Context: an optimization exercise on an open-source flow, tuned for small area. The choices shown serve that exercise and are no tape-out recipe. RTL that was checked went through simulation tests only; none was proved equivalent to the original. No activity file was given, so power comes from the tool's default toggle rates.

==> flow/design.v <==
module calc(input wire clk,
            input wire btnac,
            input wire btnl,
            input wire btnr,
            input wire btnc,
            input wire btnd,
            input wire [15:0] sw,
            output wire [15:0] led);
    reg [15:0] acc;
    reg        btnc_d;
    reg [4:0]  cnt;
    reg        s7;       
    reg        cf;       
    assign led = acc;
    wire press = btnc & ~btnc_d;
    wire act   = press | (cnt != 5'd0);
    wire [1:0] hL, hC, hR, hYE, hP, hNN;
    wire CE, fill, mul, lsl;
    wire [2:0] op = {btnl, btnr, btnd};
    wire clr_n = ~btnac;
    wire a = acc[15];
    wire l = op[2], r = op[1], d = op[0];
    wire [3:0] k = cnt[4:1];
    wire ph  = cnt[0];
    wire big = |sw[15:5];
    wire kz  = (k == 4'd0);
    wire k1  = (k == 4'd1);
    wire k2  = (k == 4'd2);
    wire sh      = ~l & ~r;
    assign lsl   = sh & d;
    wire addsub  = ~l & r;
    wire sub     = addsub & d;
    assign mul   = l & ~r & ~d;
    wire logic_  = l & (r | d);
    wire nn      = l & (r ^ d);
    wire nor_    = l & ~r & d;
    wire [5:0] lt;
    assign lt[0] = 1'b0;
    genvar j;
    for (j = 0; j < 5; j = j + 1) begin : g_lt
        assign lt[j+1] = (~cnt[j] & sw[j]) | (~cnt[j] & lt[j]) | (sw[j] & lt[j]);
    end
    wire shgo = ~big & lt[5];
    wire clr  = sh & (big | (d & sw[4]));
    wire R    = sh & ~d & shgo;
    wire L    = mul | (lsl & shgo);
    wire YE   = (mul & a & (k[3] | ~ph)) | (addsub & k1) | (logic_ & kz);
    assign CE = (mul & a) | (addsub & k1);
    wire P    = (sub & (kz | k2)) | (nor_ & kz);
    wire NN   = nn & kz;
    assign fill = a & ~cnt[4];
    wire run = act & clr_n;
    wire lo  = run & (sh | ~ph);
    wire hi  = run & (sh | ph);
    wire nc  = clr | L | R;
    assign hL  = {hi & L,  lo & L};
    assign hR  = {hi & R,  lo & R};
    assign hC  = {clr_n & ~(hi & nc), clr_n & ~(lo & nc)};
    assign hYE = {hi & YE, lo & YE};
    assign hP  = {hi & P,  lo & P};
    assign hNN = {hi & NN, lo & NN};
    wire [3:0] t2 = {k[1] & k[0], k[1], k[1] | k[0], 1'b1};
    wire [7:0] t3 = {t2 & {4{k[2]}}, t2 | {4{k[2]}}};
    wire mf = ~mul | (k[3] & ~ph);
    wire [7:0] m = t3 | {8{mf}};
    wire m8 = ~mul | k[3];           
    wire [16:0] cn;      
    wire [15:0] nxt;
    wire c8n;
    assign cn[0] = ~hP[0];
    assign cn[8] = ~((cf & ~btnac) | hP[1]);
    genvar i;
    for (i = 0; i < 16; i = i + 1) begin : g_bit
        localparam integer H = i / 8;
        wire con;
        calc_bit u_bit (.xl((i == 0) ? 1'b0 : (i == 8) ? (lsl ? acc[7] : s7) : acc[i-1]), .xc(acc[i]),
                        .xr((i == 15) ? fill : acc[i+1]),
                        .sl(hL[H]), .sc(hC[H]), .sr(hR[H]), .b(sw[i]), .g(m[i % 8]), .ye(hYE[H]),
                        .cin_n(cn[i]), .nn(hNN[H]), .gn((i == 15) ? 1'b0 : (i == 7) ? m8 : m[(i + 1) % 8]), .ce(CE),
                        .p(hP[H]), .q(nxt[i]), .cout_n(con));
        if (i == 7) begin : g_c7
            assign c8n = ~con;
        end else if (i != 15) begin : g_c
            assign cn[i+1] = con;
        end
    end
    always @(posedge clk) begin
        btnc_d <= btnc;
        s7 <= acc[7];
        cf <= c8n;
        if (btnac) cnt <= 5'd0;
        else if (act) cnt <= cnt + 5'd1;
        acc <= nxt;
    end
endmodule
module calc_bit(input wire xl, xc, xr, sl, sc, sr, b, g, ye, cin_n, nn, gn, ce, p,
                output wire q, cout_n);
    wire xn = ~((sl & xl) | (sc & xc) | (sr & xr));
    wire yn = ~(b & g & ye);
    wire sn = xn ^ yn ^ cin_n;
    wire con = (xn & yn) | (xn & cin_n) | (yn & cin_n);
    assign q = nn ? con : ~sn;
    assign cout_n = ~((~con & gn & ce) | p);
endmodule
Settings: LEC_CHECK=0, ABC_AREA=0, ABC_CLOCK_PERIOD_IN_PS=10000, CAP_MARGIN=20, CORE_MARGIN=2, CORE_UTILIZATION=60, CTS_BUF_LIST=sky130_fd_sc_hd__clkbuf_8, SLEW_MARGIN=20, SYNTH_HIERARCHICAL=1, SYNTH_MINIMUM_KEEP_SIZE=0; clock period 10.0 ns.
standard.sh (not shown) runs the stock make flow with config.mk's settings and CLKGATE_MAP_FILE= SYNTH_SCRIPT=/design/flow/synth_recipe.tcl, a recipe that flattens the netlist after the stock synthesis.
==> flow/flow/run.sh <==
#!/bin/bash
# Standard layout, with three changes: the port buffers are the smallest
# buffer cell, after floorplan every combinational cell gets the smallest
# drive strength that keeps timing (flow/downsize.tcl), and clock tree
# synthesis uses clkbuf_8 without a dummy load.
export BUFFER_PORTS_ARGS="-buffer_cell sky130_fd_sc_hd__buf_1"
export POST_FLOORPLAN_TCL="$PWD/flow/downsize.tcl"
export CTS_ARGS="-sink_clustering_enable -repair_clock_nets -dont_use_dummy_load -buf_list sky130_fd_sc_hd__clkbuf_8"
bash standard.sh > standard.log 2>&1
==> flow/flow/downsize.tcl <==
# Run at the end of floorplan: give every combinational cell the smallest
# drive strength of its kind (drive 1) unless that lowers the worst setup
# slack by more than 20 ps.
set base_ws [sta::worst_slack_cmd max]
set n 0
foreach inst [get_cells *] {
  set ref [get_property $inst ref_name]
  if {![regexp {^(sky130_fd_sc_hd__[a-z0-9]+)_([0-9]+)$} $ref -> base drv]} { continue }
  if {[regexp {df|dl|clk|tap|fill|decap|conb|buf|inv} $base]} { continue }
  if {$drv <= 1} { continue }
  set cand [get_lib_cells -quiet */${base}_1]
  if {[llength $cand] == 0} { continue }
  replace_cell $inst [lindex $cand 0]
  if {[sta::worst_slack_cmd max] < $base_ws - 20e-12} {
    replace_cell $inst [lindex [get_lib_cells */$ref] 0]
  } else {
    incr n
  }
}
puts "downsize: $n cells set to drive 1, worst slack [sta::worst_slack_cmd max] (was $base_ws)"
==> next run, changes <==
--- a/flow/design.v
+++ b/flow/design.v
@@ -38,26 +38,24 @@
     assign lt[0] = 1'b0;
     genvar j;
     for (j = 0; j < 5; j = j + 1) begin : g_lt
         assign lt[j+1] = (~cnt[j] & sw[j]) | (~cnt[j] & lt[j]) | (sw[j] & lt[j]);
     end
-    wire shgo = ~big & lt[5];
-    wire clr  = sh & (big | (d & sw[4]));
+    wire shgo = big | lt[5];
     wire R    = sh & ~d & shgo;
     wire L    = mul | (lsl & shgo);
     wire YE   = (mul & a & (k[3] | ~ph)) | (addsub & k1) | (logic_ & kz);
     assign CE = (mul & a) | (addsub & k1);
     wire P    = (sub & (kz | k2)) | (nor_ & kz);
     wire NN   = nn & kz;
     assign fill = a & ~cnt[4];
     wire run = act & clr_n;
     wire lo  = run & (sh | ~ph);
     wire hi  = run & (sh | ph);
-    wire nc  = clr | L | R;
     assign hL  = {hi & L,  lo & L};
-    assign hR  = {hi & R,  lo & R};
-    assign hC  = {clr_n & ~(hi & nc), clr_n & ~(lo & nc)};
+    assign hR  = {run & R, run & R};
+    assign hC  = {clr_n & ~(hi & (L | R)), clr_n & ~(lo & (L | R))};
     assign hYE = {hi & YE, lo & YE};
     assign hP  = {hi & P,  lo & P};
     assign hNN = {hi & NN, lo & NN};
     wire [3:0] t2 = {k[1] & k[0], k[1], k[1] | k[0], 1'b1};
     wire [7:0] t3 = {t2 & {4{k[2]}}, t2 | {4{k[2]}}};
@@ -71,14 +69,14 @@
     assign cn[8] = ~((cf & ~btnac) | hP[1]);
     genvar i;
     for (i = 0; i < 16; i = i + 1) begin : g_bit
         localparam integer H = i / 8;
         wire con;
-        calc_bit u_bit (.xl((i == 0) ? 1'b0 : (i == 8) ? (lsl ? acc[7] : s7) : acc[i-1]), .xc(acc[i]),
+        calc_bit u_bit (.xl((i == 0) ? hR[0] : (i == 8) ? (l ? s7 : acc[7]) : acc[i-1]), .xc(acc[i]),
                         .xr((i == 15) ? fill : acc[i+1]),
-                        .sl(hL[H]), .sc(hC[H]), .sr(hR[H]), .b(sw[i]), .g(m[i % 8]), .ye(hYE[H]),
-                        .cin_n(cn[i]), .nn(hNN[H]), .gn((i == 15) ? 1'b0 : (i == 7) ? m8 : m[(i + 1) % 8]), .ce(CE),
+                        .sl(hL[H]), .sc(hC[H]), .sr(hR[H]), .b(sw[i]), .g((i % 8 == 0) ? hYE[H] : m[i % 8]), .ye(hYE[H]),
+                        .cin_n(cn[i]), .nn(hNN[H]), .gn((i == 15) ? m[7] : (i == 7) ? m8 : m[(i + 1) % 8]), .ce(CE),
                         .p(hP[H]), .q(nxt[i]), .cout_n(con));
         if (i == 7) begin : g_c7
             assign c8n = ~con;
         end else if (i != 15) begin : g_c
             assign cn[i+1] = con;
After rerunning: Wire length increases by 4.9%. Synthesized area goes up by about 2%. Final cell count is unchanged. Setup slack gets better by 0.29 ns. Die area is higher by about 1.9%. First-iteration DRC count goes up by about 6%. Count of clock-buffer cells in the layout does not change. Cell area rose by 3.4%. Total power grows by about 11%. Via count grows by 1.3%. Maximum frequency rose by about 3.6%. Register-to-register slack gains 0.13 ns. Sequential power goes up by about 4%. Combinational power increases by about 24%.
For the second run of this note, only the layout was checked, not whether the RTL still works.

-- static timing again, ports no longer ideal --
The flow's constraints put no driver on any port. The routed layouts listed below were extracted and timed again, unchanged, in two steps. Step 1: set_driving_cell puts a clkbuf_16 on clk and a buf_2 on each other input, an assumption about the parent block. Step 2 adds t to the input delays and takes it off the output delays; t is the mean of the earliest and latest rising clock arrival at the registers after step 1. Input paths then give back, and output paths get back, about the clock's delay inside the block. Slacks: ideal / step 1 / step 2; pairs: ideal / step 1.
| run | shift t [ns] | setup slack, ns | clock arrival spread, ns | cell pins on the clock port's net |
|---|---|---|---|---|
| the first run | 0.290 | 1.622 / 1.628 / 1.338 | 0.004 / 0.004 | 1 |
| the second run | 0.289 | 1.913 / 1.916 / 1.626 | 0.013 / 0.013 | 1 |
After both steps every run listed still meets setup and hold. The setup slack of the second run, which loses most, moves by +0.003 ns with the drivers and by -0.287 ns with both steps.
